This design comes from an exercise in tuning for small area and a short achievable clock period on the open sky130 flow, not from production work.
The RTL was checked by simulation tests, not by an equivalence proof against the original design.
Power is estimated from default activity; no workload was simulated.

==> run G <==
Design sync_fifo, start of the top module:
module sync_fifo #(
  parameter integer ENTRIES      = 20,
  parameter integer ENTRIES_LOG2 = $clog2(ENTRIES),
  parameter integer DATA_WIDTH   = 64
) (
  input  wire                   i_clk,
  input  wire                   i_rstn,
  input  wire                   i_wren,
  input  wire                   i_rden,
  input  wire [DATA_WIDTH-1:0]  i_data,
  output wire                   o_data_vld,
  output wire [DATA_WIDTH-1:0]  o_data,
  output wire                   o_overflow,
  output wire                   o_underflow
);
localparam integer CW = $clog2(ENTRIES + 1);
localparam integer JW = ENTRIES / 2;    
reg  [DATA_WIDTH-1:0] mem [0:ENTRIES-1];
reg  [JW-1:0]         wr_j;
reg  [ENTRIES-1:0]    rsel;
reg                   byp;
reg                   full_i;
reg  [CW-1:0]         cnt;
reg                   full_q;
reg                   empty_q;
reg                   vld_q;
reg  [DATA_WIDTH-1:0] dout;
wire [ENTRIES-1:0]    wr_oh;
genvar g;
generate
  for (g = 0; g < ENTRIES; g = g + 1) begin : dec
    if (g == 0) begin : d0
      assign wr_oh[g] = ~wr_j[0] & ~wr_j[JW-1];
    end else if (g < JW) begin : dlo
      assign wr_oh[g] = wr_j[g-1] & ~wr_j[g];
    end else if (g == JW) begin : dmid
      assign wr_oh[g] = wr_j[JW-1] & wr_j[0];
    end else begin : dhi
      assign wr_oh[g] = ~wr_j[g-JW-1] & wr_j[g-JW];
    end
  end
endgenerate
wire pop  = i_rden & (~byp  | i_wren);
wire push = i_wren & (~full_i | i_rden);
wire [ENTRIES-1:0] wen;
sync_fifo_wen #(.N(ENTRIES)) u_wen (
  .sel(wr_oh), .full(full_i), .rden(i_rden), .wen(wen)
);
integer k;
always @(posedge i_clk) begin
  for (k = 0; k < ENTRIES; k = k + 1)
    if (wen[k])
      mem[k] <= i_data;
end
localparam integer NT = ENTRIES + 1;
localparam integer NG = (NT + 2) / 3;
wire [DATA_WIDTH-1:0] tdat [0:3*NG-1];
wire [3*NG-1:0]       tsel;
generate
  for (g = 0; g < 3*NG; g = g + 1) begin : term
    if (g < ENTRIES) begin : m
      assign tdat[g] = mem[g];
      assign tsel[g] = rsel[g];
    end else if (g == ENTRIES) begin : d
      assign tdat[g] = i_data;
      assign tsel[g] = byp;
    end else begin : z
      assign tdat[g] = {DATA_WIDTH{1'b0}};
      assign tsel[g] = 1'b0;
    end
  end
endgenerate
wire [DATA_WIDTH-1:0] grp_n [0:NG-1];
generate
  for (g = 0; g < NG; g = g + 1) begin : grp
    sync_fifo_aoi3 #(.W(DATA_WIDTH)) u_aoi (
  ...
==> module sync_fifo, before the edit <==
module sync_fifo #(
  parameter integer ENTRIES      = 20,
  parameter integer ENTRIES_LOG2 = $clog2(ENTRIES),
  parameter integer DATA_WIDTH   = 64
) (
  input  wire                   i_clk,
  input  wire                   i_rstn,
  input  wire                   i_wren,
  input  wire                   i_rden,
  input  wire [DATA_WIDTH-1:0]  i_data,
  output wire                   o_data_vld,
  output wire [DATA_WIDTH-1:0]  o_data,
  output wire                   o_overflow,
  output wire                   o_underflow
);
localparam integer CW = $clog2(ENTRIES + 1);
localparam integer JW = ENTRIES / 2;    
reg  [DATA_WIDTH-1:0] mem [0:ENTRIES-1];
reg  [JW-1:0]         wr_j;
reg  [ENTRIES-1:0]    rsel;
reg                   byp;
reg                   full_i;
reg  [CW-1:0]         cnt;
reg                   full_q;
reg                   empty_q;
reg                   vld_q;
reg  [DATA_WIDTH-1:0] dout;
wire [ENTRIES-1:0]    wr_oh;
genvar g;
generate
  for (g = 0; g < ENTRIES; g = g + 1) begin : dec
    if (g == 0) begin : d0
      assign wr_oh[g] = ~wr_j[0] & ~wr_j[JW-1];
    end else if (g < JW) begin : dlo
      assign wr_oh[g] = wr_j[g-1] & ~wr_j[g];
    end else if (g == JW) begin : dmid
      assign wr_oh[g] = wr_j[JW-1] & wr_j[0];
    end else begin : dhi
      assign wr_oh[g] = ~wr_j[g-JW-1] & wr_j[g-JW];
    end
  end
endgenerate
wire pop  = i_rden & (~byp  | i_wren);
wire push = i_wren & (~full_i | i_rden);
wire [ENTRIES-1:0] wen;
sync_fifo_wen #(.N(ENTRIES)) u_wen (
  .sel(wr_oh), .full(full_i), .rden(i_rden), .wen(wen)
);
integer k;
always @(posedge i_clk) begin
  for (k = 0; k < ENTRIES; k = k + 1)
    if (wen[k])
      mem[k] <= i_data;
end
localparam integer NT = ENTRIES + 1;
localparam integer NG = (NT + 2) / 3;
wire [DATA_WIDTH-1:0] tdat [0:3*NG-1];
wire [3*NG-1:0]       tsel;
generate
  for (g = 0; g < 3*NG; g = g + 1) begin : term
    if (g < ENTRIES) begin : m
      assign tdat[g] = mem[g];
      assign tsel[g] = rsel[g];
    end else if (g == ENTRIES) begin : d
      assign tdat[g] = i_data;
      assign tsel[g] = byp;
    end else begin : z
      assign tdat[g] = {DATA_WIDTH{1'b0}};
      assign tsel[g] = 1'b0;
    end
  end
endgenerate
wire [DATA_WIDTH-1:0] grp_n [0:NG-1];
generate
  for (g = 0; g < NG; g = g + 1) begin : grp
    sync_fifo_aoi3 #(.W(DATA_WIDTH)) u_aoi (
      .d0(tdat[3*g]), .d1(tdat[3*g+1]), .d2(tdat[3*g+2]),
      .s(tsel[3*g+2:3*g]),
      .y_n(grp_n[g])
    );
  end
endgenerate
reg [DATA_WIDTH-1:0] rdata_n;
always @(*) begin
  rdata_n = {DATA_WIDTH{1'b1}};
  for (k = 0; k < NG; k = k + 1)
    rdata_n = rdata_n & grp_n[k];
end
always @(posedge i_clk)
  dout <= ~rdata_n;
wire [CW-1:0] cnt_nx = (push & ~pop) ? cnt + 1'b1 :
                       (pop & ~push) ? cnt - 1'b1 : cnt;
wire empty_nx = byp    ? ~(push & ~pop) : ((cnt == 1) & pop & ~push);
wire full_nx  = full_i ? ~(pop & ~push) : ((cnt == ENTRIES - 1) & push & ~pop);
wire [ENTRIES-1:0] rsel_rot = {rsel[ENTRIES-2:0], rsel[ENTRIES-1]};
wire [ENTRIES-1:0] rsel_nx  = empty_nx ? {ENTRIES{1'b0}} :
                              byp      ? wr_oh :
                              pop      ? rsel_rot : rsel;
always @(posedge i_clk) begin
  if (!i_rstn) begin
    wr_j    <= {JW{1'b0}};
    rsel    <= {ENTRIES{1'b0}};
    byp     <= 1'b1;
    full_i  <= 1'b0;
    cnt     <= {CW{1'b0}};
    full_q  <= 1'b0;
    empty_q <= 1'b1;
    vld_q   <= 1'b0;
  end else begin
    if (push) wr_j <= {wr_j[JW-2:0], ~wr_j[JW-1]};
    rsel    <= rsel_nx;
    byp     <= empty_nx;
    full_i  <= full_nx;
    cnt     <= cnt_nx;
    full_q  <= (cnt_nx == ENTRIES);
    empty_q <= (cnt_nx == 0);
    vld_q   <= pop;
  end
end
assign o_data      = dout;
assign o_data_vld  = vld_q;
assign o_overflow  = full_q;
assign o_underflow = empty_q;
endmodule
==> module sync_fifo_aoi3, before the edit <==
module sync_fifo_aoi3 #(
  parameter integer W = 64
) (
  input  wire [W-1:0] d0,
  input  wire [W-1:0] d1,
  input  wire [W-1:0] d2,
  input  wire [2:0]   s,
  output wire [W-1:0] y_n
);
assign y_n = ~((d0 & {W{s[0]}}) | (d1 & {W{s[1]}}) | (d2 & {W{s[2]}}));
endmodule
==> module sync_fifo_wen, before the edit <==
module sync_fifo_wen #(
  parameter integer N = 20
) (
  input  wire [N-1:0] sel,
  input  wire         full,
  input  wire         rden,
  output wire [N-1:0] wen
);
assign wen = sel & {N{~full | rden}};
endmodule
==> flow/config.mk <==
export PLATFORM = sky130hd
export DESIGN_NAME = sync_fifo
export DESIGN_NICKNAME = sync_fifo
export VERILOG_FILES = /design/flow/design.v
export SDC_FILE = /design/flow/constraint.sdc
export NUM_CORES = 4
export LEC_CHECK = 0
export CAP_MARGIN = 20
export CORE_MARGIN = 2
export CORE_UTILIZATION = 65
export CTS_CLUSTER_DIAMETER = 100
export CTS_CLUSTER_SIZE = 30
export SETUP_SLACK_MARGIN = 3.0
export SLEW_MARGIN = 20
export SYNTH_HIERARCHICAL = 1
export SYNTH_MINIMUM_KEEP_SIZE = 0
==> flow/constraint.sdc <==
create_clock -name core_clock -period 5.0 [get_ports {i_clk}]
set_input_delay 1.0000 -clock core_clock [delete_from_list [all_inputs] [get_ports {i_clk}]]
set_output_delay 1.0000 -clock core_clock [all_outputs]
set_load 0.01 [all_outputs]
standard.sh (not shown) runs the stock make flow with config.mk's settings and CLKGATE_MAP_FILE= SYNTH_SCRIPT=/design/flow/synth_recipe.tcl, a recipe that flattens the netlist after the stock synthesis.
==> flow/flow/run.sh <==
#!/bin/bash
cp standard.sh standard_sh_copy.log
export BUFFER_PORTS_ARGS="-buffer_cell sky130_fd_sc_hd__buf_2"
bash standard.sh > standard.log 2>&1
==> run H (differences from run G) <==
--- a/flow/design.v
+++ b/flow/design.v
@@ -15,7 +15,6 @@
 );
 localparam integer CW = $clog2(ENTRIES + 1);
-localparam integer JW = ENTRIES / 2;    
 reg  [DATA_WIDTH-1:0] mem [0:ENTRIES-1];
-reg  [JW-1:0]         wr_j;
+reg  [ENTRIES-1:0]    wr_oh;
 reg  [ENTRIES-1:0]    rsel;
 reg                   byp;
@@ -26,19 +25,5 @@
 reg                   vld_q;
 reg  [DATA_WIDTH-1:0] dout;
-wire [ENTRIES-1:0]    wr_oh;
 genvar g;
-generate
-  for (g = 0; g < ENTRIES; g = g + 1) begin : dec
-    if (g == 0) begin : d0
-      assign wr_oh[g] = ~wr_j[0] & ~wr_j[JW-1];
-    end else if (g < JW) begin : dlo
-      assign wr_oh[g] = wr_j[g-1] & ~wr_j[g];
-    end else if (g == JW) begin : dmid
-      assign wr_oh[g] = wr_j[JW-1] & wr_j[0];
-    end else begin : dhi
-      assign wr_oh[g] = ~wr_j[g-JW-1] & wr_j[g-JW];
-    end
-  end
-endgenerate
 wire pop  = i_rden & (~byp  | i_wren);
 wire push = i_wren & (~full_i | i_rden);
@@ -99,5 +84,5 @@
 always @(posedge i_clk) begin
   if (!i_rstn) begin
-    wr_j    <= {JW{1'b0}};
+    wr_oh   <= {{(ENTRIES-1){1'b0}}, 1'b1};
     rsel    <= {ENTRIES{1'b0}};
     byp     <= 1'b1;
@@ -108,5 +93,5 @@
     vld_q   <= 1'b0;
   end else begin
-    if (push) wr_j <= {wr_j[JW-2:0], ~wr_j[JW-1]};
+    if (push) wr_oh <= {wr_oh[ENTRIES-2:0], wr_oh[ENTRIES-1]};
     rsel    <= rsel_nx;
     byp     <= empty_nx;
--- a/flow/config.mk
+++ b/flow/config.mk
@@ -11,6 +11,9 @@
 export CTS_CLUSTER_DIAMETER = 100
 export CTS_CLUSTER_SIZE = 30
-export SETUP_SLACK_MARGIN = 3.0
+export GPL_ROUTABILITY_DRIVEN = 0
+export GPL_TIMING_DRIVEN = 0
+export SETUP_SLACK_MARGIN = 3.1
 export SLEW_MARGIN = 20
 export SYNTH_HIERARCHICAL = 1
 export SYNTH_MINIMUM_KEEP_SIZE = 0
+export TNS_END_PERCENT = 30
==> run K (differences from run G) <==
==> flow/design.v (replaced) <==
module sync_fifo #(
  parameter integer ENTRIES      = 20,
  parameter integer ENTRIES_LOG2 = $clog2(ENTRIES),
  parameter integer DATA_WIDTH   = 64
) (
  input  wire                   i_clk,
  input  wire                   i_rstn,
  input  wire                   i_wren,
  input  wire                   i_rden,
  input  wire [DATA_WIDTH-1:0]  i_data,
  output wire                   o_data_vld,
  output wire [DATA_WIDTH-1:0]  o_data,
  output wire                   o_overflow,
  output wire                   o_underflow
);
localparam integer CW = $clog2(ENTRIES + 1);
reg  [DATA_WIDTH-1:0] mem [0:ENTRIES-1];
reg  [ENTRIES-1:0]    wr_oh;
reg  [ENTRIES-1:0]    rd_oh;
reg  [CW-1:0]         cnt;
reg                   full;
reg                   empty;
reg                   hio;
reg                   vld;
reg  [DATA_WIDTH-1:0] dout;
wire pop  = i_rden & (~empty | i_wren);
wire push = i_wren & (~full  | i_rden);
integer k;
always @(posedge i_clk) begin
  for (k = 0; k < ENTRIES; k = k + 1)
    if (wr_oh[k])
      mem[k] <= i_data;
end
reg [DATA_WIDTH-1:0] rdata;
always @(*) begin
  rdata = {DATA_WIDTH{1'b0}};
  for (k = 0; k < ENTRIES; k = k + 1)
    rdata = rdata | (mem[k] & {DATA_WIDTH{rd_oh[k] & ~empty}});
  rdata = rdata | (i_data & {DATA_WIDTH{empty}});
end
always @(posedge i_clk) begin
  if (!hio)
    dout <= rdata;
end
always @(posedge i_clk) begin
  if (!i_rstn) begin
    wr_oh <= {{(ENTRIES-1){1'b0}}, 1'b1};
    rd_oh <= {{(ENTRIES-1){1'b0}}, 1'b1};
    cnt   <= {CW{1'b0}};
    full  <= 1'b0;
    empty <= 1'b1;
    hio   <= 1'b0;
    vld   <= 1'b0;
  end else begin
    if (push) wr_oh <= {wr_oh[ENTRIES-2:0], wr_oh[ENTRIES-1]};
    if (pop)  rd_oh <= {rd_oh[ENTRIES-2:0], rd_oh[ENTRIES-1]};
    if (push & ~pop) begin
      cnt   <= cnt + 1'b1;
      empty <= 1'b0;
      full  <= (cnt == ENTRIES - 1);
    end else if (pop & ~push) begin
      cnt   <= cnt - 1'b1;
      full  <= 1'b0;
      empty <= (cnt == 1);
    end
    hio <= full & ~pop;
    vld <= pop;
  end
end
assign o_data      = dout;
assign o_data_vld  = vld;
assign o_overflow  = full;
assign o_underflow = empty;
endmodule
==> flow/run.sh (new file) <==
#!/bin/bash
# synth_recipe.tcl (not shown) runs the flow's synth.tcl, then flattens the netlist and writes it again
# the make line also repeats each setting of config.mk as NAME=value (left out here)
make -C /OpenROAD-flow-scripts/flow DESIGN_CONFIG=/design/flow/config.mk WORK_HOME=/design/flow/orfs CLKGATE_MAP_FILE= SYNTH_SCRIPT=/design/flow/synth_recipe.tcl finish
--- a/flow/config.mk
+++ b/flow/config.mk
@@ -9,8 +9,4 @@
 export CORE_MARGIN = 2
 export CORE_UTILIZATION = 65
-export CTS_CLUSTER_DIAMETER = 100
-export CTS_CLUSTER_SIZE = 30
-export SETUP_SLACK_MARGIN = 3.0
+export CTS_BUF_LIST = sky130_fd_sc_hd__clkbuf_4 sky130_fd_sc_hd__clkbuf_8
 export SLEW_MARGIN = 20
-export SYNTH_HIERARCHICAL = 1
-export SYNTH_MINIMUM_KEEP_SIZE = 0
removed: flow/flow/run.sh
removed: flow/standard.sh
==> comparison table <==
metric	run H	run K	run G
Non-clock buffering overhead	5.71%	3.21%	3.31%
Footprint of the flip-flops and latches	0.0408 sq mm	0.0415 sq mm	0.0407 sq mm
Number of cells traversed by the worst register-to-register path	4	9	3
Total track usage	31.6%	37.1%	33.3%
Total of plain and repair buffers excluding clock buffers	337	192	189
Max Freq	460 MHz	264 MHz	461 MHz
Combined area of the multi-input logic cells	0.00676 sq mm	0.00787 sq mm	0.00720 sq mm
Pin slew with the least headroom to its limit	851 ps	1210 ps	1130 ps
P_sw	3750 uW	4960 uW	4080 uW
CTS H-tree lvls	2	4	2
Inverters	6	7	6
Placed insts	3475	3725	3262
R2r setup slk	2930 ps	1500 ps	2950 ps
CTS clock-pin slew for the worst setup and hold paths	110 ps	60 ps	110 ps
CP arrival	1170 ps	2790 ps	1170 ps
Non-filler cells, final	3597	4104	3445
Core Footprint	0.0744 sq mm	0.0761 sq mm	0.0743 sq mm
Outcome	timing/DRC/antenna clean	timing/DRC/antenna clean	timing/DRC/antenna clean
Post-DP Area	0.0513 sq mm	0.0524 sq mm	0.0494 sq mm
Slowest library cell on the worst path	sky130_fd_sc_hd__dfxtp_4	sky130_fd_sc_hd__dfxtp_4	sky130_fd_sc_hd__dfxtp_2
Number of multi-input combinational cells	792	1105	795

what the ideal ports hide:
No port has a modelled driver above. Below, the same layouts with a new extraction and two added sets of constraints.
Step 1 sets driving cells, clkbuf_16 on the clock port and buf_2 on the other inputs (assumed; they add their load-dependent delay and slew).
Step 2 adds t to the input delays and takes it off the output delays; t is the mean of the earliest and latest rising clock arrival at the registers after step 1. Input paths then give back, and output paths get back, about the clock's delay inside the block.
Three values: ideal ports, drivers, drivers and shift; two values: the first two.
run | t (ns) | setup slack, ns | worst data-port slew with drivers (ns) | pins driven straight from the clock port
run G | 0.724 | 2.831 / 2.757 / 2.287 | 0.13 | 1
run H | 0.718 | 2.827 / 2.759 / 2.251 | 0.12 | 1
run K | 0.925 | 1.214 / 1.144 / 1.289 | 0.13 | 1
After both steps every run listed still meets setup and hold. The setup slack of run H, which loses most, moves by -0.068 ns with the drivers and by -0.576 ns with both steps.
